Background: an optimization exercise with open tools, aiming at small area, a short achievable clock period and few clock cycles. Do not read the settings as production practice.
Function was not checked in any run shown here: the RTL went through the layout flow alone.

==> flow/design.v (outline; a module is shown in full before it is edited, if it fits) <==
// module lzc64: 38 lines
// module mul53: 8947 lines
// module DoubleMul: 128 lines
module DoubleMul #(
    parameter bit async_reset = 1'b0
)
(
    input logic i_clk,                                       
    input logic i_nrst,                                      
    input logic i_ena,
    input logic [63:0] i_a,                                  
    input logic [63:0] i_b,                                  
    output logic [63:0] o_res,                               
    output logic o_illegal_op,
    output logic o_overflow,
    output logic o_valid,                                    
    output logic o_busy                                      
);
  // ...
==> flow/run.sh <==
#!/bin/bash
# synth_recipe.tcl (not shown) runs the flow's synth.tcl, then flattens the netlist and writes it again
# the make line also repeats each setting of config.mk as NAME=value (left out here)
make -C /OpenROAD-flow-scripts/flow DESIGN_CONFIG=/design/flow/config.mk WORK_HOME=/design/flow/orfs CLKGATE_MAP_FILE= SYNTH_SCRIPT=/design/flow/synth_recipe.tcl finish
==> flow/config.mk <==
export PLATFORM = sky130hd
export DESIGN_NAME = DoubleMul
export DESIGN_NICKNAME = DoubleMul
export VERILOG_FILES = /design/flow/design.v
export SDC_FILE = /design/flow/constraint.sdc
export NUM_CORES = 8
export LEC_CHECK = 0
export ABC_AREA = 1
export CAP_MARGIN = 40
export CORE_MARGIN = 2
export CORE_UTILIZATION = 45
export PLACE_DENSITY = 0.6
export SLEW_MARGIN = 40
==> flow/constraint.sdc <==
create_clock -name core_clock -period 12.0 [get_ports {i_clk}]
set_input_delay 2.4000 -clock core_clock [delete_from_list [all_inputs] [get_ports {i_clk}]]
set_output_delay 2.4000 -clock core_clock [all_outputs]
set_load 0.01 [all_outputs]
==> summary.md, run 1 <==
| Metric | Value |
|---|---|
| Commonest non-fill, non-tap cell in the layout | `inv_1` |
| Vias/cell | `6.69` |
| Pin count of the biggest net entering global routing | `102` |
| Total nets after synthesis | `12800` |
| Top cell category | `multi-input combinational cells` |
| Cell area after layout | `0.0896 mm²` |
| Area share of buffers outside the clock network | `0.0433` |
| Sequential cell count | `289` |
| Path depth of the worst reg2reg path | `11` |
| List of most frequent post-synthesis cells | `1908 x inv_1, 1703 x nand2_1, 1432 x xor2_1` |
| Beginning of the worst hold path | `r_cnt[0]` |
| Post-CTS Repair Setup Buffers | `0` |
| Number of nets in the layout | `12500` |
| Total standard cell area after synthesis | `0.0840 mm²` |
| Finished Layout Cells | `13400` |
| Register area | `0.00648 mm²` |
| Multiplexer share of the synthesized area | `0.000119` |
| Final Max Slew Viols | `0` |
| Top-level port count | `199` |
| TritonCTS buffer count | `40` |
| Clock-cell share of area | `0.0161` |
| Fraction of area in registers | `0.0723` |
| Share of the synthesized area in compound gates (AO/OA/AOI/OAI) | `0.145` |
| Met3 wire length | `82600 µm` |
| Initial core utilization | `0.453` |
| Main combinational cell family by area after synthesis | `adder cells` |
| Result of the run | `timing/DRC/antenna clean` |
| Critical-path top delay cell | `clkdlybuf4s50_1` |
| Type of the setup path with the least slack | `reg -> out` |
| Final worst path period share | `0.859` |
==> module DoubleMul, before the edit <==
module DoubleMul #(
    parameter bit async_reset = 1'b0
)
(
    input logic i_clk,                                       
    input logic i_nrst,                                      
    input logic i_ena,
    input logic [63:0] i_a,                                  
    input logic [63:0] i_b,                                  
    output logic [63:0] o_res,                               
    output logic o_illegal_op,
    output logic o_overflow,
    output logic o_valid,                                    
    output logic o_busy                                      
);
logic [10:0] ea, eb;
logic [51:0] fa, fb;
logic sA, sB;
logic ezA, ezB, nanA, nanB, mzA, mzB, zeroA, zeroB;
logic [105:0] ps, pc;
assign sA = i_a[63];
assign sB = i_b[63];
assign ea = i_a[62:52];
assign eb = i_b[62:52];
assign fa = i_a[51:0];
assign fb = i_b[51:0];
assign ezA = ~|ea;
assign ezB = ~|eb;
assign nanA = &ea;
assign nanB = &eb;
assign mzA = ~|fa;
assign mzB = ~|fb;
assign zeroA = ezA & mzA;
assign zeroB = ezB & mzB;
mul53 u_mul (
    .a({~ezA, fa}),
    .b({~ezB, fb}),
    .s(ps),
    .c(pc)
);
logic [51:0] sub;
logic [6:0] lz;
logic [12:0] e0, xe, nsh;
logic [6:0] z;
logic f, nan, zero, slow, rot;
assign sub = ezA ? fa : fb;
lzc64 u_lzc (
    .i_value({sub, 1'b1, 11'd0}),
    .o_lz(lz)
);
assign z = (ezA | ezB) ? lz + 7'd1 : 7'd0;
assign e0 = {2'b00, ea[10:1], ea[0] | ezA} + {2'b00, eb[10:1], eb[0] | ezB} - 13'd1023;
assign xe = e0 - {6'd0, z};                                  
assign f = xe[12] | ~|xe;                                    
assign nsh = xe[12] ? e0 : {6'd0, z};                       
assign nan = nanA | nanB;
assign zero = ~nan & (zeroA | zeroB | (xe[12] & (xe <= 13'h1fca)));  
assign slow = ~nan & ~zero & (|nsh);
assign rot = ~nsh[12];
logic nanZ, sgn;
logic [51:0] nanm;
assign nanZ = (nanA & mzA & ~mzB) | (nanB & mzB & ~mzA);
assign nanm = nanZ ? 52'd0 : {1'b1, (nanA & ~(nanB & sB)) ? i_a[50:0] : i_b[50:0]};
always_comb begin
    if ((nanA & mzA & zeroB) | (nanB & mzB & zeroA)) sgn = 1'b1;
    else if (nanA & ~mzA) sgn = sA | sB;
    else if (nanB & ~mzB) sgn = sB;
    else sgn = sA ^ sB;
end
logic [105:0] r_s, r_c, p;
logic [51:0] r_nanm;
logic [11:0] r_e;
logic r_f, r_nan, r_zero, r_sgn, r_rot, r_busy, r_valid;
logic [6:0] r_cnt;
logic done;
assign done = r_rot ? (r_cnt == 7'd105) : (&r_cnt);
always_ff @(posedge i_clk) begin
    if (r_busy) begin
        r_s <= {r_rot & p[0], p[105:1]};
        r_c <= '0;
    end else begin
        r_s <= ps;
        r_c <= pc;
    end
    if (~r_busy) begin
        r_nanm <= nanm;
        r_e <= f ? 12'd0 : xe[11:0];
        r_f <= f;
        r_nan <= nan;
        r_zero <= zero;
        r_sgn <= sgn;
        r_rot <= rot;
        r_cnt <= nsh[6:0];
    end else begin
        r_cnt <= r_cnt + 7'd1;
    end
    if (~i_nrst) begin
        r_busy <= 1'b0;
        r_valid <= 1'b0;
    end else if (r_busy) begin
        r_busy <= ~done;
        r_valid <= done;
    end else begin
        r_busy <= i_ena & slow;
        r_valid <= i_ena & ~slow;
    end
end
logic [12:0] ealign;
logic ovf, rnd, ones;
logic [104:0] mps;
logic [10:0] e_n;
logic [51:0] m_n;
assign p = r_s + r_c;
assign ealign = {1'b0, r_e} + {12'd0, p[105]};
assign ovf = ealign >= 13'd2047;
assign mps = (p[105] | r_f) ? p[105:1] : p[104:0];
assign rnd = mps[51] & ~(~|mps[50:0] & ~mps[52]);
assign ones = &mps[104:52];
assign e_n = ealign[11] ? 11'd0 : (ovf ? 11'h7ff : ealign[10:0] + {10'd0, ones & rnd});
assign m_n = ovf ? 52'd0 : mps[103:52] + {51'd0, rnd};
assign o_res = {r_sgn,
                r_nan ? 11'h7ff : (r_zero ? 11'd0 : e_n),
                r_nan ? r_nanm : (r_zero ? 52'd0 : m_n)};
assign o_illegal_op = r_nan;
assign o_overflow = ovf;
assign o_valid = r_valid;
assign o_busy = r_busy;
endmodule
==> run 2, diff against run 1 <==
--- a/flow/design.v
+++ b/flow/design.v
@@ -8985,4 +8985,1285 @@
 assign c = y;
 endmodule
+module add106 (input logic [105:0] a, input logic [105:0] b, output logic [105:0] s, output logic co);
+logic [105:0] g0, p0;
+logic gg1;
+logic gg2;
+logic pp2;
+logic gg3;
+logic pp3;
+logic gg4;
+logic pp4;
+logic gg5;
+logic pp5;
+logic gg6;
+logic pp6;
+logic gg7;
+logic pp7;
+logic gg8;
+logic pp8;
+logic gg9;
+logic pp9;
+logic gg10;
+logic pp10;
+logic gg11;
+logic pp11;
+logic gg12;
+logic pp12;
+logic gg13;
+logic pp13;
+logic gg14;
+logic pp14;
+logic gg15;
+logic pp15;
+logic gg16;
+logic pp16;
+logic gg17;
+logic pp17;
+logic gg18;
+logic pp18;
+logic gg19;
+logic pp19;
+logic gg20;
+logic pp20;
+logic gg21;
+logic pp21;
+logic gg22;
+logic pp22;
+logic gg23;
+logic pp23;
+logic gg24;
+logic pp24;
+logic gg25;
+logic pp25;
+logic gg26;
+logic pp26;
+logic gg27;
+logic pp27;
+logic gg28;
+logic pp28;
+logic gg29;
+logic pp29;
+logic gg30;
+logic pp30;
+logic gg31;
+logic pp31;
+logic gg32;
+logic pp32;
+logic gg33;
+logic pp33;
+logic gg34;
+logic pp34;
+logic gg35;
+logic pp35;
+logic gg36;
+logic pp36;
+logic gg37;
+logic pp37;
+logic gg38;
+logic pp38;
+logic gg39;
+logic pp39;
+logic gg40;
+logic pp40;
+logic gg41;
+logic pp41;
+logic gg42;
+logic pp42;
+logic gg43;
+logic pp43;
+logic gg44;
+logic pp44;
+logic gg45;
+logic pp45;
+logic gg46;
+logic pp46;
+logic gg47;
+logic pp47;
+logic gg48;
+logic pp48;
+logic gg49;
+logic pp49;
+logic gg50;
+logic pp50;
+logic gg51;
+logic pp51;
+logic gg52;
+logic pp52;
+logic gg53;
+logic pp53;
+logic gg54;
+logic gg55;
+logic gg56;
+logic pp56;
+logic gg57;
+logic pp57;
+logic gg58;
+logic pp58;
+logic gg59;
+logic pp59;
+logic gg60;
+logic pp60;
+logic gg61;
+logic pp61;
+logic gg62;
+logic pp62;
+logic gg63;
+logic pp63;
+logic gg64;
+logic pp64;
+logic gg65;
+logic pp65;
+logic gg66;
+logic pp66;
+logic gg67;
+logic pp67;
+logic gg68;
+logic pp68;
+logic gg69;
+logic pp69;
+logic gg70;
+logic pp70;
+logic gg71;
+logic pp71;
+logic gg72;
+logic pp72;
+logic gg73;
+logic pp73;
+logic gg74;
+logic pp74;
+logic gg75;
+logic pp75;
+logic gg76;
+logic pp76;
+logic gg77;
+logic pp77;
+logic gg78;
+logic pp78;
+logic gg79;
+logic pp79;
+logic gg80;
+logic pp80;
+logic gg81;
+logic pp81;
+logic gg82;
+logic pp82;
+logic gg83;
+logic pp83;
+logic gg84;
+logic pp84;
+logic gg85;
+logic pp85;
+logic gg86;
+logic pp86;
+logic gg87;
+logic pp87;
+logic gg88;
+logic pp88;
+logic gg89;
+logic pp89;
+logic gg90;
+logic pp90;
+logic gg91;
+logic pp91;
+logic gg92;
+logic pp92;
+logic gg93;
+logic pp93;
+logic gg94;
+logic pp94;
+logic gg95;
+logic pp95;
+logic gg96;
+logic pp96;
+logic gg97;
+logic pp97;
+logic gg98;
+logic pp98;
+logic gg99;
+logic pp99;
+logic gg100;
+logic pp100;
+logic gg101;
+logic pp101;
+logic gg102;
+logic pp102;
+logic gg103;
+logic pp103;
+logic gg104;
+logic pp104;
+logic gg105;
+logic pp105;
+logic gg106;
+logic gg107;
+logic gg108;
+logic gg109;
+logic gg110;
+logic pp110;
+logic gg111;
+logic pp111;
+logic gg112;
+logic pp112;
+logic gg113;
+logic pp113;
+logic gg114;
+logic pp114;
+logic gg115;
+logic pp115;
+logic gg116;
+logic pp116;
+logic gg117;
+logic pp117;
+logic gg118;
+logic pp118;
+logic gg119;
+logic pp119;
+logic gg120;
+logic pp120;
+logic gg121;
+logic pp121;
+logic gg122;
+logic pp122;
+logic gg123;
+logic pp123;
+logic gg124;
+logic pp124;
+logic gg125;
+logic pp125;
+logic gg126;
+logic pp126;
+logic gg127;
+logic pp127;
+logic gg128;
+logic pp128;
+logic gg129;
+logic pp129;
+logic gg130;
+logic pp130;
+logic gg131;
+logic pp131;
+logic gg132;
+logic pp132;
+logic gg133;
+logic pp133;
+logic gg134;
+logic pp134;
+logic gg135;
+logic pp135;
+logic gg136;
+logic pp136;
+logic gg137;
+logic pp137;
+logic gg138;
+logic pp138;
+logic gg139;
+logic pp139;
+logic gg140;
+logic pp140;
+logic gg141;
+logic pp141;
+logic gg142;
+logic pp142;
+logic gg143;
+logic pp143;
+logic gg144;
+logic pp144;
+logic gg145;
+logic pp145;
+logic gg146;
+logic pp146;
+logic gg147;
+logic pp147;
+logic gg148;
+logic pp148;
+logic gg149;
+logic pp149;
+logic gg150;
+logic pp150;
+logic gg151;
+logic pp151;
+logic gg152;
+logic pp152;
+logic gg153;
+logic pp153;
+logic gg154;
+logic pp154;
+logic gg155;
+logic pp155;
+logic gg156;
+logic pp156;
+logic gg157;
+logic pp157;
+logic gg158;
+logic gg159;
+logic gg160;
+logic gg161;
+logic gg162;
+logic gg163;
+logic gg164;
+logic gg165;
+logic gg166;
+logic pp166;
+logic gg167;
+logic pp167;
+logic gg168;
+logic pp168;
+logic gg169;
+logic pp169;
+logic gg170;
+logic pp170;
+logic gg171;
+logic pp171;
+logic gg172;
+logic pp172;
+logic gg173;
+logic pp173;
+logic gg174;
+logic pp174;
+logic gg175;
+logic pp175;
+logic gg176;
+logic pp176;
+logic gg177;
+logic pp177;
+logic gg178;
+logic pp178;
+logic gg179;
+logic pp179;
+logic gg180;
+logic pp180;
+logic gg181;
+logic pp181;
+logic gg182;
+logic pp182;
+logic gg183;
+logic pp183;
+logic gg184;
+logic pp184;
+logic gg185;
+logic pp185;
+logic gg186;
+logic pp186;
+logic gg187;
+logic pp187;
+logic gg188;
+logic pp188;
+logic gg189;
+logic pp189;
+logic gg190;
+logic pp190;
+logic gg191;
+logic pp191;
+logic gg192;
+logic pp192;
+logic gg193;
+logic pp193;
+logic gg194;
+logic pp194;
+logic gg195;
+logic pp195;
+logic gg196;
+logic pp196;
+logic gg197;
+logic pp197;
+logic gg198;
+logic pp198;
+logic gg199;
+logic pp199;
+logic gg200;
+logic pp200;
+logic gg201;
+logic pp201;
+logic gg202;
+logic pp202;
+logic gg203;
+logic pp203;
+logic gg204;
+logic pp204;
+logic gg205;
+logic pp205;
+logic gg206;
+logic pp206;
+logic gg207;
+logic pp207;
+logic gg208;
+logic gg209;
+logic gg210;
+logic gg211;
+logic gg212;
+logic gg213;
+logic gg214;
+logic gg215;
+logic gg216;
+logic gg217;
+logic gg218;
+logic gg219;
+logic gg220;
+logic gg221;
+logic gg222;
+logic gg223;
+logic gg224;
+logic pp224;
+logic gg225;
+logic pp225;
+logic gg226;
+logic pp226;
+logic gg227;
+logic pp227;
+logic gg228;
+logic pp228;
+logic gg229;
+logic pp229;
+logic gg230;
+logic pp230;
+logic gg231;
+logic pp231;
+logic gg232;
+logic pp232;
+logic gg233;
+logic pp233;
+logic gg234;
+logic pp234;
+logic gg235;
+logic pp235;
+logic gg236;
+logic pp236;
+logic gg237;
+logic pp237;
+logic gg238;
+logic pp238;
+logic gg239;
+logic pp239;
+logic gg240;
+logic pp240;
+logic gg241;
+logic pp241;
+logic gg242;
+logic pp242;
+logic gg243;
+logic pp243;
+logic gg244;
+logic pp244;
+logic gg245;
+logic pp245;
+logic gg246;
+logic pp246;
+logic gg247;
+logic pp247;
+logic gg248;
+logic pp248;
+logic gg249;
+logic pp249;
+logic gg250;
+logic pp250;
+logic gg251;
+logic pp251;
+logic gg252;
+logic pp252;
+logic gg253;
+logic pp253;
+logic gg254;
+logic pp254;
+logic gg255;
+logic pp255;
+logic gg256;
+logic gg257;
+logic gg258;
+logic gg259;
+logic gg260;
+logic gg261;
+logic gg262;
+logic gg263;
+logic gg264;
+logic gg265;
+logic gg266;
+logic gg267;
+logic gg268;
+logic gg269;
+logic gg270;
+logic gg271;
+logic gg272;
+logic gg273;
+logic gg274;
+logic gg275;
+logic gg276;
+logic gg277;
+logic gg278;
+logic gg279;
+logic gg280;
+logic gg281;
+logic gg282;
+logic gg283;
+logic gg284;
+logic gg285;
+logic gg286;
+logic gg287;
+logic gg288;
+logic pp288;
+logic gg289;
+logic pp289;
+logic gg290;
+logic pp290;
+logic gg291;
+logic pp291;
+logic gg292;
+logic pp292;
+logic gg293;
+logic pp293;
+logic gg294;
+logic pp294;
+logic gg295;
+logic pp295;
+logic gg296;
+logic pp296;
+logic gg297;
+logic pp297;
+logic gg298;
+logic gg299;
+logic gg300;
+logic gg301;
+logic gg302;
+logic gg303;
+logic gg304;
+logic gg305;
+logic gg306;
+logic gg307;
+logic gg308;
+logic gg309;
+logic gg310;
+logic gg311;
+logic gg312;
+logic gg313;
+logic gg314;
+logic gg315;
+logic gg316;
+logic gg317;
+logic gg318;
+logic gg319;
+logic gg320;
+logic gg321;
+logic gg322;
+logic gg323;
+logic gg324;
+logic gg325;
+logic gg326;
+logic gg327;
+logic gg328;
+logic gg329;
+logic gg330;
+logic gg331;
+logic gg332;
+logic gg333;
+logic gg334;
+logic gg335;
+logic gg336;
+logic gg337;
+logic gg338;
+logic gg339;
+assign g0 = a & b;
+assign p0 = a ^ b;
+assign gg1 = g0[1] | (p0[1] & g0[0]);
+assign gg2 = g0[3] | (p0[3] & g0[2]);
+assign pp2 = p0[3] & p0[2];
+assign gg3 = g0[5] | (p0[5] & g0[4]);
+assign pp3 = p0[5] & p0[4];
+assign gg4 = g0[7] | (p0[7] & g0[6]);
+assign pp4 = p0[7] & p0[6];
+assign gg5 = g0[9] | (p0[9] & g0[8]);
+assign pp5 = p0[9] & p0[8];
+assign gg6 = g0[11] | (p0[11] & g0[10]);
+assign pp6 = p0[11] & p0[10];
+assign gg7 = g0[13] | (p0[13] & g0[12]);
+assign pp7 = p0[13] & p0[12];
+assign gg8 = g0[15] | (p0[15] & g0[14]);
+assign pp8 = p0[15] & p0[14];
+assign gg9 = g0[17] | (p0[17] & g0[16]);
+assign pp9 = p0[17] & p0[16];
+assign gg10 = g0[19] | (p0[19] & g0[18]);
+assign pp10 = p0[19] & p0[18];
+assign gg11 = g0[21] | (p0[21] & g0[20]);
+assign pp11 = p0[21] & p0[20];
+assign gg12 = g0[23] | (p0[23] & g0[22]);
+assign pp12 = p0[23] & p0[22];
+assign gg13 = g0[25] | (p0[25] & g0[24]);
+assign pp13 = p0[25] & p0[24];
+assign gg14 = g0[27] | (p0[27] & g0[26]);
+assign pp14 = p0[27] & p0[26];
+assign gg15 = g0[29] | (p0[29] & g0[28]);
+assign pp15 = p0[29] & p0[28];
+assign gg16 = g0[31] | (p0[31] & g0[30]);
+assign pp16 = p0[31] & p0[30];
+assign gg17 = g0[33] | (p0[33] & g0[32]);
+assign pp17 = p0[33] & p0[32];
+assign gg18 = g0[35] | (p0[35] & g0[34]);
+assign pp18 = p0[35] & p0[34];
+assign gg19 = g0[37] | (p0[37] & g0[36]);
+assign pp19 = p0[37] & p0[36];
+assign gg20 = g0[39] | (p0[39] & g0[38]);
+assign pp20 = p0[39] & p0[38];
+assign gg21 = g0[41] | (p0[41] & g0[40]);
+assign pp21 = p0[41] & p0[40];
+assign gg22 = g0[43] | (p0[43] & g0[42]);
+assign pp22 = p0[43] & p0[42];
+assign gg23 = g0[45] | (p0[45] & g0[44]);
+assign pp23 = p0[45] & p0[44];
+assign gg24 = g0[47] | (p0[47] & g0[46]);
+assign pp24 = p0[47] & p0[46];
+assign gg25 = g0[49] | (p0[49] & g0[48]);
+assign pp25 = p0[49] & p0[48];
+assign gg26 = g0[51] | (p0[51] & g0[50]);
+assign pp26 = p0[51] & p0[50];
+assign gg27 = g0[53] | (p0[53] & g0[52]);
+assign pp27 = p0[53] & p0[52];
+assign gg28 = g0[55] | (p0[55] & g0[54]);
+assign pp28 = p0[55] & p0[54];
+assign gg29 = g0[57] | (p0[57] & g0[56]);
+assign pp29 = p0[57] & p0[56];
+assign gg30 = g0[59] | (p0[59] & g0[58]);
+assign pp30 = p0[59] & p0[58];
+assign gg31 = g0[61] | (p0[61] & g0[60]);
+assign pp31 = p0[61] & p0[60];
+assign gg32 = g0[63] | (p0[63] & g0[62]);
+assign pp32 = p0[63] & p0[62];
+assign gg33 = g0[65] | (p0[65] & g0[64]);
+assign pp33 = p0[65] & p0[64];
+assign gg34 = g0[67] | (p0[67] & g0[66]);
+assign pp34 = p0[67] & p0[66];
+assign gg35 = g0[69] | (p0[69] & g0[68]);
+assign pp35 = p0[69] & p0[68];
+assign gg36 = g0[71] | (p0[71] & g0[70]);
+assign pp36 = p0[71] & p0[70];
+assign gg37 = g0[73] | (p0[73] & g0[72]);
+assign pp37 = p0[73] & p0[72];
+assign gg38 = g0[75] | (p0[75] & g0[74]);
+assign pp38 = p0[75] & p0[74];
+assign gg39 = g0[77] | (p0[77] & g0[76]);
+assign pp39 = p0[77] & p0[76];
+assign gg40 = g0[79] | (p0[79] & g0[78]);
+assign pp40 = p0[79] & p0[78];
+assign gg41 = g0[81] | (p0[81] & g0[80]);
+assign pp41 = p0[81] & p0[80];
+assign gg42 = g0[83] | (p0[83] & g0[82]);
+assign pp42 = p0[83] & p0[82];
+assign gg43 = g0[85] | (p0[85] & g0[84]);
+assign pp43 = p0[85] & p0[84];
+assign gg44 = g0[87] | (p0[87] & g0[86]);
+assign pp44 = p0[87] & p0[86];
+assign gg45 = g0[89] | (p0[89] & g0[88]);
+assign pp45 = p0[89] & p0[88];
+assign gg46 = g0[91] | (p0[91] & g0[90]);
+assign pp46 = p0[91] & p0[90];
+assign gg47 = g0[93] | (p0[93] & g0[92]);
+assign pp47 = p0[93] & p0[92];
+assign gg48 = g0[95] | (p0[95] & g0[94]);
+assign pp48 = p0[95] & p0[94];
+assign gg49 = g0[97] | (p0[97] & g0[96]);
+assign pp49 = p0[97] & p0[96];
+assign gg50 = g0[99] | (p0[99] & g0[98]);
+assign pp50 = p0[99] & p0[98];
+assign gg51 = g0[101] | (p0[101] & g0[100]);
+assign pp51 = p0[101] & p0[100];
+assign gg52 = g0[103] | (p0[103] & g0[102]);
+assign pp52 = p0[103] & p0[102];
+assign gg53 = g0[105] | (p0[105] & g0[104]);
+assign pp53 = p0[105] & p0[104];
+assign gg54 = g0[2] | (p0[2] & gg1);
+assign gg55 = gg2 | (pp2 & gg1);
+assign gg56 = g0[6] | (p0[6] & gg3);
+assign pp56 = p0[6] & pp3;
+assign gg57 = gg4 | (pp4 & gg3);
+assign pp57 = pp4 & pp3;
+assign gg58 = g0[10] | (p0[10] & gg5);
+assign pp58 = p0[10] & pp5;
+assign gg59 = gg6 | (pp6 & gg5);
+assign pp59 = pp6 & pp5;
+assign gg60 = g0[14] | (p0[14] & gg7);
+assign pp60 = p0[14] & pp7;
+assign gg61 = gg8 | (pp8 & gg7);
+assign pp61 = pp8 & pp7;
+assign gg62 = g0[18] | (p0[18] & gg9);
+assign pp62 = p0[18] & pp9;
+assign gg63 = gg10 | (pp10 & gg9);
+assign pp63 = pp10 & pp9;
+assign gg64 = g0[22] | (p0[22] & gg11);
+assign pp64 = p0[22] & pp11;
+assign gg65 = gg12 | (pp12 & gg11);
+assign pp65 = pp12 & pp11;
+assign gg66 = g0[26] | (p0[26] & gg13);
+assign pp66 = p0[26] & pp13;
+assign gg67 = gg14 | (pp14 & gg13);
+assign pp67 = pp14 & pp13;
+assign gg68 = g0[30] | (p0[30] & gg15);
+assign pp68 = p0[30] & pp15;
+assign gg69 = gg16 | (pp16 & gg15);
+assign pp69 = pp16 & pp15;
+assign gg70 = g0[34] | (p0[34] & gg17);
+assign pp70 = p0[34] & pp17;
+assign gg71 = gg18 | (pp18 & gg17);
+assign pp71 = pp18 & pp17;
+assign gg72 = g0[38] | (p0[38] & gg19);
+assign pp72 = p0[38] & pp19;
+assign gg73 = gg20 | (pp20 & gg19);
+assign pp73 = pp20 & pp19;
+assign gg74 = g0[42] | (p0[42] & gg21);
+assign pp74 = p0[42] & pp21;
+assign gg75 = gg22 | (pp22 & gg21);
+assign pp75 = pp22 & pp21;
+assign gg76 = g0[46] | (p0[46] & gg23);
+assign pp76 = p0[46] & pp23;
+assign gg77 = gg24 | (pp24 & gg23);
+assign pp77 = pp24 & pp23;
+assign gg78 = g0[50] | (p0[50] & gg25);
+assign pp78 = p0[50] & pp25;
+assign gg79 = gg26 | (pp26 & gg25);
+assign pp79 = pp26 & pp25;
+assign gg80 = g0[54] | (p0[54] & gg27);
+assign pp80 = p0[54] & pp27;
+assign gg81 = gg28 | (pp28 & gg27);
+assign pp81 = pp28 & pp27;
+assign gg82 = g0[58] | (p0[58] & gg29);
+assign pp82 = p0[58] & pp29;
+assign gg83 = gg30 | (pp30 & gg29);
+assign pp83 = pp30 & pp29;
+assign gg84 = g0[62] | (p0[62] & gg31);
+assign pp84 = p0[62] & pp31;
+assign gg85 = gg32 | (pp32 & gg31);
+assign pp85 = pp32 & pp31;
+assign gg86 = g0[66] | (p0[66] & gg33);
+assign pp86 = p0[66] & pp33;
+assign gg87 = gg34 | (pp34 & gg33);
+assign pp87 = pp34 & pp33;
+assign gg88 = g0[70] | (p0[70] & gg35);
+assign pp88 = p0[70] & pp35;
+assign gg89 = gg36 | (pp36 & gg35);
+assign pp89 = pp36 & pp35;
+assign gg90 = g0[74] | (p0[74] & gg37);
+assign pp90 = p0[74] & pp37;
+assign gg91 = gg38 | (pp38 & gg37);
+assign pp91 = pp38 & pp37;
+assign gg92 = g0[78] | (p0[78] & gg39);
+assign pp92 = p0[78] & pp39;
+assign gg93 = gg40 | (pp40 & gg39);
+assign pp93 = pp40 & pp39;
+assign gg94 = g0[82] | (p0[82] & gg41);
+assign pp94 = p0[82] & pp41;
+assign gg95 = gg42 | (pp42 & gg41);
+assign pp95 = pp42 & pp41;
+assign gg96 = g0[86] | (p0[86] & gg43);
+assign pp96 = p0[86] & pp43;
+assign gg97 = gg44 | (pp44 & gg43);
+assign pp97 = pp44 & pp43;
+assign gg98 = g0[90] | (p0[90] & gg45);
+assign pp98 = p0[90] & pp45;
+assign gg99 = gg46 | (pp46 & gg45);
+assign pp99 = pp46 & pp45;
+assign gg100 = g0[94] | (p0[94] & gg47);
+assign pp100 = p0[94] & pp47;
+assign gg101 = gg48 | (pp48 & gg47);
+assign pp101 = pp48 & pp47;
+assign gg102 = g0[98] | (p0[98] & gg49);
+assign pp102 = p0[98] & pp49;
+assign gg103 = gg50 | (pp50 & gg49);
+assign pp103 = pp50 & pp49;
+assign gg104 = g0[102] | (p0[102] & gg51);
+assign pp104 = p0[102] & pp51;
+assign gg105 = gg52 | (pp52 & gg51);
+assign pp105 = pp52 & pp51;
+assign gg106 = g0[4] | (p0[4] & gg55);
+assign gg107 = gg3 | (pp3 & gg55);
+assign gg108 = gg56 | (pp56 & gg55);
+assign gg109 = gg57 | (pp57 & gg55);
+assign gg110 = g0[12] | (p0[12] & gg59);
+assign pp110 = p0[12] & pp59;
+assign gg111 = gg7 | (pp7 & gg59);
+assign pp111 = pp7 & pp59;
+assign gg112 = gg60 | (pp60 & gg59);
+assign pp112 = pp60 & pp59;
+assign gg113 = gg61 | (pp61 & gg59);
+assign pp113 = pp61 & pp59;
+assign gg114 = g0[20] | (p0[20] & gg63);
+assign pp114 = p0[20] & pp63;
+assign gg115 = gg11 | (pp11 & gg63);
+assign pp115 = pp11 & pp63;
+assign gg116 = gg64 | (pp64 & gg63);
+assign pp116 = pp64 & pp63;
+assign gg117 = gg65 | (pp65 & gg63);
+assign pp117 = pp65 & pp63;
+assign gg118 = g0[28] | (p0[28] & gg67);
+assign pp118 = p0[28] & pp67;
+assign gg119 = gg15 | (pp15 & gg67);
+assign pp119 = pp15 & pp67;
+assign gg120 = gg68 | (pp68 & gg67);
+assign pp120 = pp68 & pp67;
+assign gg121 = gg69 | (pp69 & gg67);
+assign pp121 = pp69 & pp67;
+assign gg122 = g0[36] | (p0[36] & gg71);
+assign pp122 = p0[36] & pp71;
+assign gg123 = gg19 | (pp19 & gg71);
+assign pp123 = pp19 & pp71;
+assign gg124 = gg72 | (pp72 & gg71);
+assign pp124 = pp72 & pp71;
+assign gg125 = gg73 | (pp73 & gg71);
+assign pp125 = pp73 & pp71;
+assign gg126 = g0[44] | (p0[44] & gg75);
+assign pp126 = p0[44] & pp75;
+assign gg127 = gg23 | (pp23 & gg75);
+assign pp127 = pp23 & pp75;
+assign gg128 = gg76 | (pp76 & gg75);
+assign pp128 = pp76 & pp75;
+assign gg129 = gg77 | (pp77 & gg75);
+assign pp129 = pp77 & pp75;
+assign gg130 = g0[52] | (p0[52] & gg79);
+assign pp130 = p0[52] & pp79;
+assign gg131 = gg27 | (pp27 & gg79);
+assign pp131 = pp27 & pp79;
+assign gg132 = gg80 | (pp80 & gg79);
+assign pp132 = pp80 & pp79;
+assign gg133 = gg81 | (pp81 & gg79);
+assign pp133 = pp81 & pp79;
+assign gg134 = g0[60] | (p0[60] & gg83);
+assign pp134 = p0[60] & pp83;
+assign gg135 = gg31 | (pp31 & gg83);
+assign pp135 = pp31 & pp83;
+assign gg136 = gg84 | (pp84 & gg83);
+assign pp136 = pp84 & pp83;
+assign gg137 = gg85 | (pp85 & gg83);
+assign pp137 = pp85 & pp83;
+assign gg138 = g0[68] | (p0[68] & gg87);
+assign pp138 = p0[68] & pp87;
+assign gg139 = gg35 | (pp35 & gg87);
+assign pp139 = pp35 & pp87;
+assign gg140 = gg88 | (pp88 & gg87);
+assign pp140 = pp88 & pp87;
+assign gg141 = gg89 | (pp89 & gg87);
+assign pp141 = pp89 & pp87;
+assign gg142 = g0[76] | (p0[76] & gg91);
+assign pp142 = p0[76] & pp91;
+assign gg143 = gg39 | (pp39 & gg91);
+assign pp143 = pp39 & pp91;
+assign gg144 = gg92 | (pp92 & gg91);
+assign pp144 = pp92 & pp91;
+assign gg145 = gg93 | (pp93 & gg91);
+assign pp145 = pp93 & pp91;
+assign gg146 = g0[84] | (p0[84] & gg95);
+assign pp146 = p0[84] & pp95;
+assign gg147 = gg43 | (pp43 & gg95);
+assign pp147 = pp43 & pp95;
+assign gg148 = gg96 | (pp96 & gg95);
+assign pp148 = pp96 & pp95;
+assign gg149 = gg97 | (pp97 & gg95);
+assign pp149 = pp97 & pp95;
+assign gg150 = g0[92] | (p0[92] & gg99);
+assign pp150 = p0[92] & pp99;
+assign gg151 = gg47 | (pp47 & gg99);
+assign pp151 = pp47 & pp99;
+assign gg152 = gg100 | (pp100 & gg99);
+assign pp152 = pp100 & pp99;
+assign gg153 = gg101 | (pp101 & gg99);
+assign pp153 = pp101 & pp99;
+assign gg154 = g0[100] | (p0[100] & gg103);
+assign pp154 = p0[100] & pp103;
+assign gg155 = gg51 | (pp51 & gg103);
+assign pp155 = pp51 & pp103;
+assign gg156 = gg104 | (pp104 & gg103);
+assign pp156 = pp104 & pp103;
+assign gg157 = gg105 | (pp105 & gg103);
+assign pp157 = pp105 & pp103;
+assign gg158 = g0[8] | (p0[8] & gg109);
+assign gg159 = gg5 | (pp5 & gg109);
+assign gg160 = gg58 | (pp58 & gg109);
+assign gg161 = gg59 | (pp59 & gg109);
+assign gg162 = gg110 | (pp110 & gg109);
+assign gg163 = gg111 | (pp111 & gg109);
+assign gg164 = gg112 | (pp112 & gg109);
+assign gg165 = gg113 | (pp113 & gg109);
+assign gg166 = g0[24] | (p0[24] & gg117);
+assign pp166 = p0[24] & pp117;
+assign gg167 = gg13 | (pp13 & gg117);
+assign pp167 = pp13 & pp117;
+assign gg168 = gg66 | (pp66 & gg117);
+assign pp168 = pp66 & pp117;
+assign gg169 = gg67 | (pp67 & gg117);
+assign pp169 = pp67 & pp117;
+assign gg170 = gg118 | (pp118 & gg117);
+assign pp170 = pp118 & pp117;
+assign gg171 = gg119 | (pp119 & gg117);
+assign pp171 = pp119 & pp117;
+assign gg172 = gg120 | (pp120 & gg117);
+assign pp172 = pp120 & pp117;
+assign gg173 = gg121 | (pp121 & gg117);
+assign pp173 = pp121 & pp117;
+assign gg174 = g0[40] | (p0[40] & gg125);
+assign pp174 = p0[40] & pp125;
+assign gg175 = gg21 | (pp21 & gg125);
+assign pp175 = pp21 & pp125;
+assign gg176 = gg74 | (pp74 & gg125);
+assign pp176 = pp74 & pp125;
+assign gg177 = gg75 | (pp75 & gg125);
+assign pp177 = pp75 & pp125;
+assign gg178 = gg126 | (pp126 & gg125);
+assign pp178 = pp126 & pp125;
+assign gg179 = gg127 | (pp127 & gg125);
+assign pp179 = pp127 & pp125;
+assign gg180 = gg128 | (pp128 & gg125);
+assign pp180 = pp128 & pp125;
+assign gg181 = gg129 | (pp129 & gg125);
+assign pp181 = pp129 & pp125;
+assign gg182 = g0[56] | (p0[56] & gg133);
+assign pp182 = p0[56] & pp133;
+assign gg183 = gg29 | (pp29 & gg133);
+assign pp183 = pp29 & pp133;
+assign gg184 = gg82 | (pp82 & gg133);
+assign pp184 = pp82 & pp133;
+assign gg185 = gg83 | (pp83 & gg133);
+assign pp185 = pp83 & pp133;
+assign gg186 = gg134 | (pp134 & gg133);
+assign pp186 = pp134 & pp133;
+assign gg187 = gg135 | (pp135 & gg133);
+assign pp187 = pp135 & pp133;
+assign gg188 = gg136 | (pp136 & gg133);
+assign pp188 = pp136 & pp133;
+assign gg189 = gg137 | (pp137 & gg133);
+assign pp189 = pp137 & pp133;
+assign gg190 = g0[72] | (p0[72] & gg141);
+assign pp190 = p0[72] & pp141;
+assign gg191 = gg37 | (pp37 & gg141);
+assign pp191 = pp37 & pp141;
+assign gg192 = gg90 | (pp90 & gg141);
+assign pp192 = pp90 & pp141;
+assign gg193 = gg91 | (pp91 & gg141);
+assign pp193 = pp91 & pp141;
+assign gg194 = gg142 | (pp142 & gg141);
+assign pp194 = pp142 & pp141;
+assign gg195 = gg143 | (pp143 & gg141);
+assign pp195 = pp143 & pp141;
+assign gg196 = gg144 | (pp144 & gg141);
+assign pp196 = pp144 & pp141;
+assign gg197 = gg145 | (pp145 & gg141);
+assign pp197 = pp145 & pp141;
+assign gg198 = g0[88] | (p0[88] & gg149);
+assign pp198 = p0[88] & pp149;
+assign gg199 = gg45 | (pp45 & gg149);
+assign pp199 = pp45 & pp149;
+assign gg200 = gg98 | (pp98 & gg149);
+assign pp200 = pp98 & pp149;
+assign gg201 = gg99 | (pp99 & gg149);
+assign pp201 = pp99 & pp149;
+assign gg202 = gg150 | (pp150 & gg149);
+assign pp202 = pp150 & pp149;
+assign gg203 = gg151 | (pp151 & gg149);
+assign pp203 = pp151 & pp149;
+assign gg204 = gg152 | (pp152 & gg149);
+assign pp204 = pp152 & pp149;
+assign gg205 = gg153 | (pp153 & gg149);
+assign pp205 = pp153 & pp149;
+assign gg206 = g0[104] | (p0[104] & gg157);
+assign pp206 = p0[104] & pp157;
+assign gg207 = gg53 | (pp53 & gg157);
+assign pp207 = pp53 & pp157;
+assign gg208 = g0[16] | (p0[16] & gg165);
+assign gg209 = gg9 | (pp9 & gg165);
+assign gg210 = gg62 | (pp62 & gg165);
+assign gg211 = gg63 | (pp63 & gg165);
+assign gg212 = gg114 | (pp114 & gg165);
+assign gg213 = gg115 | (pp115 & gg165);
+assign gg214 = gg116 | (pp116 & gg165);
+assign gg215 = gg117 | (pp117 & gg165);
+assign gg216 = gg166 | (pp166 & gg165);
+assign gg217 = gg167 | (pp167 & gg165);
+assign gg218 = gg168 | (pp168 & gg165);
+assign gg219 = gg169 | (pp169 & gg165);
+assign gg220 = gg170 | (pp170 & gg165);
+assign gg221 = gg171 | (pp171 & gg165);
+assign gg222 = gg172 | (pp172 & gg165);
+assign gg223 = gg173 | (pp173 & gg165);
+assign gg224 = g0[48] | (p0[48] & gg181);
+assign pp224 = p0[48] & pp181;
+assign gg225 = gg25 | (pp25 & gg181);
+assign pp225 = pp25 & pp181;
+assign gg226 = gg78 | (pp78 & gg181);
+assign pp226 = pp78 & pp181;
+assign gg227 = gg79 | (pp79 & gg181);
+assign pp227 = pp79 & pp181;
+assign gg228 = gg130 | (pp130 & gg181);
+assign pp228 = pp130 & pp181;
+assign gg229 = gg131 | (pp131 & gg181);
+assign pp229 = pp131 & pp181;
+assign gg230 = gg132 | (pp132 & gg181);
+assign pp230 = pp132 & pp181;
+assign gg231 = gg133 | (pp133 & gg181);
+assign pp231 = pp133 & pp181;
+assign gg232 = gg182 | (pp182 & gg181);
+assign pp232 = pp182 & pp181;
+assign gg233 = gg183 | (pp183 & gg181);
+assign pp233 = pp183 & pp181;
+assign gg234 = gg184 | (pp184 & gg181);
+assign pp234 = pp184 & pp181;
+assign gg235 = gg185 | (pp185 & gg181);
+assign pp235 = pp185 & pp181;
+assign gg236 = gg186 | (pp186 & gg181);
+assign pp236 = pp186 & pp181;
+assign gg237 = gg187 | (pp187 & gg181);
+assign pp237 = pp187 & pp181;
+assign gg238 = gg188 | (pp188 & gg181);
+assign pp238 = pp188 & pp181;
+assign gg239 = gg189 | (pp189 & gg181);
+assign pp239 = pp189 & pp181;
+assign gg240 = g0[80] | (p0[80] & gg197);
+assign pp240 = p0[80] & pp197;
+assign gg241 = gg41 | (pp41 & gg197);
+assign pp241 = pp41 & pp197;
+assign gg242 = gg94 | (pp94 & gg197);
+assign pp242 = pp94 & pp197;
+assign gg243 = gg95 | (pp95 & gg197);
+assign pp243 = pp95 & pp197;
+assign gg244 = gg146 | (pp146 & gg197);
+assign pp244 = pp146 & pp197;
+assign gg245 = gg147 | (pp147 & gg197);
+assign pp245 = pp147 & pp197;
+assign gg246 = gg148 | (pp148 & gg197);
+assign pp246 = pp148 & pp197;
+assign gg247 = gg149 | (pp149 & gg197);
+assign pp247 = pp149 & pp197;
+assign gg248 = gg198 | (pp198 & gg197);
+assign pp248 = pp198 & pp197;
+assign gg249 = gg199 | (pp199 & gg197);
+assign pp249 = pp199 & pp197;
+assign gg250 = gg200 | (pp200 & gg197);
+assign pp250 = pp200 & pp197;
+assign gg251 = gg201 | (pp201 & gg197);
+assign pp251 = pp201 & pp197;
+assign gg252 = gg202 | (pp202 & gg197);
+assign pp252 = pp202 & pp197;
+assign gg253 = gg203 | (pp203 & gg197);
+assign pp253 = pp203 & pp197;
+assign gg254 = gg204 | (pp204 & gg197);
+assign pp254 = pp204 & pp197;
+assign gg255 = gg205 | (pp205 & gg197);
+assign pp255 = pp205 & pp197;
+assign gg256 = g0[32] | (p0[32] & gg223);
+assign gg257 = gg17 | (pp17 & gg223);
+assign gg258 = gg70 | (pp70 & gg223);
+assign gg259 = gg71 | (pp71 & gg223);
+assign gg260 = gg122 | (pp122 & gg223);
+assign gg261 = gg123 | (pp123 & gg223);
+assign gg262 = gg124 | (pp124 & gg223);
+assign gg263 = gg125 | (pp125 & gg223);
+assign gg264 = gg174 | (pp174 & gg223);
+assign gg265 = gg175 | (pp175 & gg223);
+assign gg266 = gg176 | (pp176 & gg223);
+assign gg267 = gg177 | (pp177 & gg223);
+assign gg268 = gg178 | (pp178 & gg223);
+assign gg269 = gg179 | (pp179 & gg223);
+assign gg270 = gg180 | (pp180 & gg223);
+assign gg271 = gg181 | (pp181 & gg223);
+assign gg272 = gg224 | (pp224 & gg223);
+assign gg273 = gg225 | (pp225 & gg223);
+assign gg274 = gg226 | (pp226 & gg223);
+assign gg275 = gg227 | (pp227 & gg223);
+assign gg276 = gg228 | (pp228 & gg223);
+assign gg277 = gg229 | (pp229 & gg223);
+assign gg278 = gg230 | (pp230 & gg223);
+assign gg279 = gg231 | (pp231 & gg223);
+assign gg280 = gg232 | (pp232 & gg223);
+assign gg281 = gg233 | (pp233 & gg223);
+assign gg282 = gg234 | (pp234 & gg223);
+assign gg283 = gg235 | (pp235 & gg223);
+assign gg284 = gg236 | (pp236 & gg223);
+assign gg285 = gg237 | (pp237 & gg223);
+assign gg286 = gg238 | (pp238 & gg223);
+assign gg287 = gg239 | (pp239 & gg223);
+assign gg288 = g0[96] | (p0[96] & gg255);
+assign pp288 = p0[96] & pp255;
+assign gg289 = gg49 | (pp49 & gg255);
+assign pp289 = pp49 & pp255;
+assign gg290 = gg102 | (pp102 & gg255);
+assign pp290 = pp102 & pp255;
+assign gg291 = gg103 | (pp103 & gg255);
+assign pp291 = pp103 & pp255;
+assign gg292 = gg154 | (pp154 & gg255);
+assign pp292 = pp154 & pp255;
+assign gg293 = gg155 | (pp155 & gg255);
+assign pp293 = pp155 & pp255;
+assign gg294 = gg156 | (pp156 & gg255);
+assign pp294 = pp156 & pp255;
+assign gg295 = gg157 | (pp157 & gg255);
+assign pp295 = pp157 & pp255;
+assign gg296 = gg206 | (pp206 & gg255);
+assign pp296 = pp206 & pp255;
+assign gg297 = gg207 | (pp207 & gg255);
+assign pp297 = pp207 & pp255;
+assign gg298 = g0[64] | (p0[64] & gg287);
+assign gg299 = gg33 | (pp33 & gg287);
+assign gg300 = gg86 | (pp86 & gg287);
+assign gg301 = gg87 | (pp87 & gg287);
+assign gg302 = gg138 | (pp138 & gg287);
+assign gg303 = gg139 | (pp139 & gg287);
+assign gg304 = gg140 | (pp140 & gg287);
+assign gg305 = gg141 | (pp141 & gg287);
+assign gg306 = gg190 | (pp190 & gg287);
+assign gg307 = gg191 | (pp191 & gg287);
+assign gg308 = gg192 | (pp192 & gg287);
+assign gg309 = gg193 | (pp193 & gg287);
+assign gg310 = gg194 | (pp194 & gg287);
+assign gg311 = gg195 | (pp195 & gg287);
+assign gg312 = gg196 | (pp196 & gg287);
+assign gg313 = gg197 | (pp197 & gg287);
+assign gg314 = gg240 | (pp240 & gg287);
+assign gg315 = gg241 | (pp241 & gg287);
+assign gg316 = gg242 | (pp242 & gg287);
+assign gg317 = gg243 | (pp243 & gg287);
+assign gg318 = gg244 | (pp244 & gg287);
+assign gg319 = gg245 | (pp245 & gg287);
+assign gg320 = gg246 | (pp246 & gg287);
+assign gg321 = gg247 | (pp247 & gg287);
+assign gg322 = gg248 | (pp248 & gg287);
+assign gg323 = gg249 | (pp249 & gg287);
+assign gg324 = gg250 | (pp250 & gg287);
+assign gg325 = gg251 | (pp251 & gg287);
+assign gg326 = gg252 | (pp252 & gg287);
+assign gg327 = gg253 | (pp253 & gg287);
+assign gg328 = gg254 | (pp254 & gg287);
+assign gg329 = gg255 | (pp255 & gg287);
+assign gg330 = gg288 | (pp288 & gg287);
+assign gg331 = gg289 | (pp289 & gg287);
+assign gg332 = gg290 | (pp290 & gg287);
+assign gg333 = gg291 | (pp291 & gg287);
+assign gg334 = gg292 | (pp292 & gg287);
+assign gg335 = gg293 | (pp293 & gg287);
+assign gg336 = gg294 | (pp294 & gg287);
+assign gg337 = gg295 | (pp295 & gg287);
+assign gg338 = gg296 | (pp296 & gg287);
+assign gg339 = gg297 | (pp297 & gg287);
+assign s[0] = p0[0];
+assign s[1] = p0[1] ^ g0[0];
+assign s[2] = p0[2] ^ gg1;
+assign s[3] = p0[3] ^ gg54;
+assign s[4] = p0[4] ^ gg55;
+assign s[5] = p0[5] ^ gg106;
+assign s[6] = p0[6] ^ gg107;
+assign s[7] = p0[7] ^ gg108;
+assign s[8] = p0[8] ^ gg109;
+assign s[9] = p0[9] ^ gg158;
+assign s[10] = p0[10] ^ gg159;
+assign s[11] = p0[11] ^ gg160;
+assign s[12] = p0[12] ^ gg161;
+assign s[13] = p0[13] ^ gg162;
+assign s[14] = p0[14] ^ gg163;
+assign s[15] = p0[15] ^ gg164;
+assign s[16] = p0[16] ^ gg165;
+assign s[17] = p0[17] ^ gg208;
+assign s[18] = p0[18] ^ gg209;
+assign s[19] = p0[19] ^ gg210;
+assign s[20] = p0[20] ^ gg211;
+assign s[21] = p0[21] ^ gg212;
+assign s[22] = p0[22] ^ gg213;
+assign s[23] = p0[23] ^ gg214;
+assign s[24] = p0[24] ^ gg215;
+assign s[25] = p0[25] ^ gg216;
+assign s[26] = p0[26] ^ gg217;
+assign s[27] = p0[27] ^ gg218;
+assign s[28] = p0[28] ^ gg219;
+assign s[29] = p0[29] ^ gg220;
+assign s[30] = p0[30] ^ gg221;
+assign s[31] = p0[31] ^ gg222;
+assign s[32] = p0[32] ^ gg223;
+assign s[33] = p0[33] ^ gg256;
+assign s[34] = p0[34] ^ gg257;
+assign s[35] = p0[35] ^ gg258;
+assign s[36] = p0[36] ^ gg259;
+assign s[37] = p0[37] ^ gg260;
+assign s[38] = p0[38] ^ gg261;
+assign s[39] = p0[39] ^ gg262;
+assign s[40] = p0[40] ^ gg263;
+assign s[41] = p0[41] ^ gg264;
+assign s[42] = p0[42] ^ gg265;
+assign s[43] = p0[43] ^ gg266;
+assign s[44] = p0[44] ^ gg267;
+assign s[45] = p0[45] ^ gg268;
+assign s[46] = p0[46] ^ gg269;
+assign s[47] = p0[47] ^ gg270;
+assign s[48] = p0[48] ^ gg271;
+assign s[49] = p0[49] ^ gg272;
+assign s[50] = p0[50] ^ gg273;
+assign s[51] = p0[51] ^ gg274;
+assign s[52] = p0[52] ^ gg275;
+assign s[53] = p0[53] ^ gg276;
+assign s[54] = p0[54] ^ gg277;
+assign s[55] = p0[55] ^ gg278;
+assign s[56] = p0[56] ^ gg279;
+assign s[57] = p0[57] ^ gg280;
+assign s[58] = p0[58] ^ gg281;
+assign s[59] = p0[59] ^ gg282;
+assign s[60] = p0[60] ^ gg283;
+assign s[61] = p0[61] ^ gg284;
+assign s[62] = p0[62] ^ gg285;
+assign s[63] = p0[63] ^ gg286;
+assign s[64] = p0[64] ^ gg287;
+assign s[65] = p0[65] ^ gg298;
+assign s[66] = p0[66] ^ gg299;
+assign s[67] = p0[67] ^ gg300;
+assign s[68] = p0[68] ^ gg301;
+assign s[69] = p0[69] ^ gg302;
+assign s[70] = p0[70] ^ gg303;
+assign s[71] = p0[71] ^ gg304;
+assign s[72] = p0[72] ^ gg305;
+assign s[73] = p0[73] ^ gg306;
+assign s[74] = p0[74] ^ gg307;
+assign s[75] = p0[75] ^ gg308;
+assign s[76] = p0[76] ^ gg309;
+assign s[77] = p0[77] ^ gg310;
+assign s[78] = p0[78] ^ gg311;
+assign s[79] = p0[79] ^ gg312;
+assign s[80] = p0[80] ^ gg313;
+assign s[81] = p0[81] ^ gg314;
+assign s[82] = p0[82] ^ gg315;
+assign s[83] = p0[83] ^ gg316;
+assign s[84] = p0[84] ^ gg317;
+assign s[85] = p0[85] ^ gg318;
+assign s[86] = p0[86] ^ gg319;
+assign s[87] = p0[87] ^ gg320;
+assign s[88] = p0[88] ^ gg321;
+assign s[89] = p0[89] ^ gg322;
+assign s[90] = p0[90] ^ gg323;
+assign s[91] = p0[91] ^ gg324;
+assign s[92] = p0[92] ^ gg325;
+assign s[93] = p0[93] ^ gg326;
+assign s[94] = p0[94] ^ gg327;
+assign s[95] = p0[95] ^ gg328;
+assign s[96] = p0[96] ^ gg329;
+assign s[97] = p0[97] ^ gg330;
+assign s[98] = p0[98] ^ gg331;
+assign s[99] = p0[99] ^ gg332;
+assign s[100] = p0[100] ^ gg333;
+assign s[101] = p0[101] ^ gg334;
+assign s[102] = p0[102] ^ gg335;
+assign s[103] = p0[103] ^ gg336;
+assign s[104] = p0[104] ^ gg337;
+assign s[105] = p0[105] ^ gg338;
+assign co = gg339;
+endmodule
+module inc52x2 (input logic [52:0] i_p, output logic [51:0] o_a, output logic [51:0] o_b);
+logic [52:0] t [0:6];
+always_comb begin
+    t[0] = i_p;
+    for (int k = 0; k < 6; k++) begin
+        t[k+1] = t[k];
+        for (int i = 1; i < 53; i++) begin
+            if (((i - 1) >> k) & 1) begin
+                t[k+1][i] = t[k][i] & t[k][(((i - 1) >> k) << k)];
+            end
+        end
+    end
+end
+assign o_a[0] = ~i_p[1];
+assign o_b[0] = ~i_p[0];
+assign o_b[1] = i_p[1] ^ i_p[0];
+for (genvar i = 1; i < 52; i++) begin: g_a
+    assign o_a[i] = i_p[i+1] ^ t[6][i];
+end
+for (genvar i = 2; i < 52; i++) begin: g_b
+    assign o_b[i] = i_p[i] ^ (t[6][i-1] & i_p[0]);
+end
+endmodule
 `timescale 1ns/10ps
 module DoubleMul #(
@@ -9063,4 +10344,7 @@
 assign done = r_rot ? (r_cnt == 7'd105) : (&r_cnt);
 always_ff @(posedge i_clk) begin
+    r_nanm <= nanm;
+end
+always_ff @(posedge i_clk) begin
     if (r_busy) begin
         r_s <= {r_rot & p[0], p[105:1]};
@@ -9071,5 +10355,4 @@
     end
     if (~r_busy) begin
-        r_nanm <= nanm;
         r_e <= f ? 12'd0 : xe[11:0];
         r_f <= f;
@@ -9093,17 +10376,40 @@
     end
 end
-logic [12:0] ealign;
-logic ovf, rnd, ones;
-logic [104:0] mps;
+logic sel, z501, rnd_a, rnd_b, ones_a, ones_b, c_a, c_b, carry, ovf, ovf0, ovf1, b11;
+logic [51:0] inc_a, inc_b, m_a, m_b, m_n;
+logic [11:0] re1, re2, ealign, eplus;
 logic [10:0] e_n;
-logic [51:0] m_n;
-assign p = r_s + r_c;
-assign ealign = {1'b0, r_e} + {12'd0, p[105]};
-assign ovf = ealign >= 13'd2047;
-assign mps = (p[105] | r_f) ? p[105:1] : p[104:0];
-assign rnd = mps[51] & ~(~|mps[50:0] & ~mps[52]);
-assign ones = &mps[104:52];
-assign e_n = ealign[11] ? 11'd0 : (ovf ? 11'h7ff : ealign[10:0] + {10'd0, ones & rnd});
-assign m_n = ovf ? 52'd0 : mps[103:52] + {51'd0, rnd};
+add106 u_add (
+    .a(r_s),
+    .b(r_c),
+    .s(p),
+    .co()
+);
+inc52x2 u_inc (
+    .i_p(p[104:52]),
+    .o_a(inc_a),
+    .o_b(inc_b)
+);
+assign sel = p[105] | r_f;
+assign z501 = ~|p[50:1];
+assign rnd_a = p[52] & ~(z501 & ~p[51] & ~p[53]);
+assign rnd_b = p[51] & ~(z501 & ~p[0] & ~p[52]);
+assign ones_a = &p[105:53];
+assign ones_b = &p[104:52];
+assign m_a = rnd_a ? inc_a : p[104:53];
+assign m_b = rnd_b ? inc_b : p[103:52];
+assign c_a = ones_a & rnd_a;
+assign c_b = ones_b & rnd_b;
+assign carry = sel ? c_a : c_b;
+assign re1 = r_e + 12'd1;
+assign re2 = r_e + 12'd2;
+assign ovf0 = (r_e >= 12'd2047);
+assign ovf1 = (r_e >= 12'd2046);
+assign ealign = p[105] ? re1 : r_e;
+assign eplus = p[105] ? re2 : re1;
+assign ovf = p[105] ? ovf1 : ovf0;
+assign b11 = ealign[11];
+assign e_n = b11 ? 11'd0 : (ovf ? 11'h7ff : (carry ? eplus[10:0] : ealign[10:0]));
+assign m_n = ovf ? 52'd0 : (sel ? m_a : m_b);
 assign o_res = {r_sgn,
                 r_nan ? 11'h7ff : (r_zero ? 11'd0 : e_n),
--- a/flow/config.mk
+++ b/flow/config.mk
@@ -11,3 +11,4 @@
 export CORE_UTILIZATION = 45
 export PLACE_DENSITY = 0.6
+export SETUP_SLACK_MARGIN = 0
 export SLEW_MARGIN = 40
==> summary.md, run 2 <==
| Metric | Value |
|---|---|
| Result of the run | `timing/DRC/antenna clean (unchanged)` |
| Cell class contributing the biggest share of worst-path delay | `simple AND/OR/NAND/NOR gates (unchanged)` |
| Maximum root-to-sink buffer count | `3 (unchanged)` |
| Setup TNS | `0 ns (unchanged)` |
| Placed wire-length estimate after detailed placement | `270000 µm (was 364000 µm)` |
| Number of rows created at floorplan | `155 (was 158)` |
| Cell types occupying the most area after synthesis | `fa_1 33%, xor2_1 15%, o22ai_1 11%, inv_1 8.5%, dfxtp_1 6.8% (was fa_1 31%, xor2_1 15%, o22ai_1 10%, inv_1 8.5%, nand2_1 7.6%)` |
| Number of hold violations in the final report | `0 (unchanged)` |
| Arrival @ worst endpoint | `7.64 ns (was 7.91 ns)` |
| Type of the setup path with the least slack | `reg -> out (unchanged)` |
| Largest register by flop count | `r_s (unchanged)` |
| Tightest slew margin relative to the limit | `0.296 (was 0.318)` |
| GRT Overall Usage | `0.433 (was 0.518)` |
| Minimum clock period | `10.04 ns (was 10.31 ns)` |
| Largest registers | `r_s x106, r_c x105, r_nanm x52 (unchanged)` |
| Number of iterations in the first detailed-routing pass | `11 (unchanged)` |
| Initial core utilization | `0.452 (was 0.453)` |
| Wire length of the first global-routing pass | `569000 µm (was 696000 µm)` |
| Die Height | `426 µm (was 436 µm)` |
| Commonest non-fill, non-tap cell in the layout | `inv_1 (unchanged)` |
| Post-DRT Antenna Nets | `0 (unchanged)` |
| Most instantiated flip-flop cell in the synthesis netlist | `dfxtp_1 (unchanged)` |
| Per-cell routed wire length | `32.2 µm (was 37.7 µm)` |
| Number of design-rule violations left by the first detailed-router iteration | `12900 (was 14200)` |
| Flip-flop count of the largest register, all copies and words added | `106 (unchanged)` |
| CTS tree | `built (unchanged)` |
| Cells after Synth | `10400 (was 11200)` |
| CP most frequent cell | `nand2_1 (was inv_1)` |
| Measured slew at the worst slew-check pin | `1.05 ns (was 1.01 ns)` |
| Floorplan core area | `0.178 mm² (was 0.185 mm²)` |
| List of most frequent post-synthesis cells | `1812 x inv_1, 1413 x xor2_1, 1402 x o22ai_1 (was 1908 x inv_1, 1703 x nand2_1, 1432 x xor2_1)` |
| Number of warnings reported in the yosys synthesis log | `3 (was 1)` |
| Final worst path period share | `0.836 (was 0.859)` |
| Hold Crit Class | `reg -> reg (unchanged)` |
| Via count | `81700 (was 89800)` |
| RSZ-0062 raised after global routing | `false (unchanged)` |
| Remaining design rule violation count | `0 (unchanged)` |
| Post-synth top area share | `0.327 (was 0.312)` |
| Global placement routability congestion | `1.06 (was 1.08)` |
| Clock network latency to the later pin of the worst-skew pair | `0.71 ns (was 0.68 ns)` |
| Critical path launch point type | `flip-flop (unchanged)` |
| Total congestion overflow after global routing | `0 (unchanged)` |
| Critical path's largest stage delay | `0.58 ns (was 0.65 ns)` |
| Number of distinct library cells after synthesis | `55 (was 57)` |
| Most used cells in the layout excluding fill and tap cells | `1775 x inv_1, 1413 x xor2_1, 1402 x o22ai_1 (was 1902 x inv_1, 1697 x nand2_1, 1430 x xor2_1)` |
| Library cell used as clock root buffer | `clkbuf_16 (unchanged)` |
| Sinks on the clock net | `289 (unchanged)` |
| Sequential share of the synthesized area | `0.0741 (was 0.0771)` |
| Worst-path fanout max | `45 (was 25)` |
| Fraction of final layout cells sized beyond drive strength 1 | `0.0530 (was 0.0549)` |
| Total standard cell area after synthesis | `0.0803 mm² (was 0.0840 mm²)` |
| Most area-hungry cell type in the Yosys netlist | `fa_1 (unchanged)` |
| Floorplan die area | `0.182 mm² (was 0.190 mm²)` |
| Cts hold-fix bufs | `0 (unchanged)` |
| Number of input and output port buffers inserted | `198 (unchanged)` |
| Flop and latch count out of synthesis | `289 (unchanged)` |
| Antenna violations before repair | `20 (was 58)` |
| Required time reported for the critical path endpoint | `9.60 ns (about the same)` |
| Pin count of the biggest net entering global routing | `87 (was 102)` |
| Clk_skew | `0.0363 ns (was 0.0749 ns)` |
| Vias in the first global route | `80100 (was 89700)` |
| Post-Synthesis Mean Instance Area | `7.69 µm² (was 7.52 µm²)` |
| Maximum clock frequency | `99.6 MHz (was 97.0 MHz)` |
| Critical-path top delay cell | `nand2_2 (was clkdlybuf4s50_1)` |
| Clock transition at the registers of the reported paths | `0.06 ns (was 0.07 ns)` |
| Post-CTS Repair Setup Buffers | `0 (unchanged)` |
| Vias/cell | `6.55 (was 6.69)` |
| Number of endpoints failing setup at the final stage | `0 (unchanged)` |
| Area added between synthesis and finish | `6.64% (was 6.66%)` |
| Number of flops mapped to enable cells by yosys | `17 (was 69)` |
| Width of the die | `426 µm (was 436 µm)` |
| Number of nets in the layout | `11800 (was 12500)` |
| Post_cts resized | `0 (unchanged)` |
| Total nets after synthesis | `12100 (was 12800)` |
| Top-level port count | `199 (unchanged)` |
| Number of violations of the max-capacitance limit | `0 (unchanged)` |
| TritonCTS buffer count | `42 (was 40)` |
| Fraction of registers with async set/reset | `0 (unchanged)` |
| Final hold slack | `0.526 ns (was 0.503 ns)` |
| Crit end category | `output pin (unchanged)` |
| Number of buffers and inverters on the critical path | `1 (was 8)` |
| Final Max Slew Viols | `0 (unchanged)` |
| Level count of the clock H-tree | `2 (unchanged)` |
| Most repeated cell in the gate-level netlist after synthesis | `inv_1 (unchanged)` |
| Total wire length after detailed routing | `402000 µm (was 505000 µm)` |
## run 2: cell types whose count changed after synthesis, sizes merged, moves of 52 or more
cell    delta
clkbuf    +68
dfxtp     +52
edfxtp    -52
inv      -129
nand2    -352
nor2     -195
## run 2: area by class of cell
type                    instances  area, µm²
flip-flops and latches        289       5960
repair buffers                450       3980
clock inverters                19        218
multi-input cells            7392      64100
diodes                         12       30.0
clock buffers                  56       1170
inverters                    1910       7230
fillers                     17500      92200
well taps                    2355       2950
## run 2: kinds of logic after synthesis
group                      share of synthesized area
DFF                                           0.0741
other                                      0.0000467
AOI/OAI and AO/OA                              0.150
xor gates and xnor gates                       0.155
adders and majority gates                      0.364
buffers and inverters                          0.130
and+or+nand+nor                                0.126
## run 2: final timing paths
path	startpoint	to	slack, ns	depth (start not counted)
setup / recovery	r_s[33]	o_res[43]	1.96	26
hold / removal	r_cnt[0]	r_cnt[0]	0.53	1
setup reg to reg	r_s[33]	r_s[77]	7.44	15
hold reg to reg	r_cnt[0]	r_cnt[0]	0.53	1
## run 2: per-stage QoR
stage / setup slack (ns) / cells / cell area (µm²) / util
finish: 1.96 / 12500 / 85700 / 0.482
global route: 1.76 / 12500 / 85600 / 0.482
CTS: 2.38 / 12500 / 85500 / 0.481
detailed placement: 2.35 / 12400 / 84100 / 0.473
global placement: 2.34 / 12400 / 83900 / 0.472
floorplan: 4.53 / 10400 / 80300 / -
## run 2: layer usage
| metal | track usage | part of all wire | routed length (µm) | vias up |
|---|---|---|---|---|
| li1 | - | - | - | 32400 |
| met4 | 0.275 | 0.087 | 34900 | 26 |
| met2 | 0.594 | 0.39 | 156000 | 7662 |
| met1 | 0.536 | 0.35 | 142000 | 39300 |
| met3 | 0.206 | 0.17 | 68500 | 2249 |
| met5 | 0.0402 | 0.0027 | 1080 | - |

==> afterwards: timing with drivers on the ports <==
In the flow no input, the clock included, has a driving cell. The finished layouts below were timed again as built, in two steps.
Step 1 (the two cells are an assumption about what drives the block):
set clk [get_ports {i_clk}]
set_driving_cell -lib_cell sky130_fd_sc_hd__clkbuf_16 $clk
set_driving_cell -lib_cell sky130_fd_sc_hd__buf_2 [delete_from_list [all_inputs] $clk]
Step 2 adds t to the input delays and takes it off the output delays; t is the mean of the earliest and latest rising clock arrival at the registers after step 1. Input paths then give back, and output paths get back, about the clock's delay inside the block.
Three values: no drivers, after step 1, after step 2; two values: the first two.
| run | t, ns | setup slack, ns | cell pins on the clock port's net |
|---|---|---|---|
| run 1 | 0.731 | 1.689 / 1.603 / 1.260 | 1 |
| run 2 | 0.760 | 1.962 / 1.895 / 1.592 | 1 |
After both steps setup and hold are still met in every run listed. For run 1, which loses most, drivers alone change the setup slack by -0.086 ns; drivers and shift together by -0.429 ns.
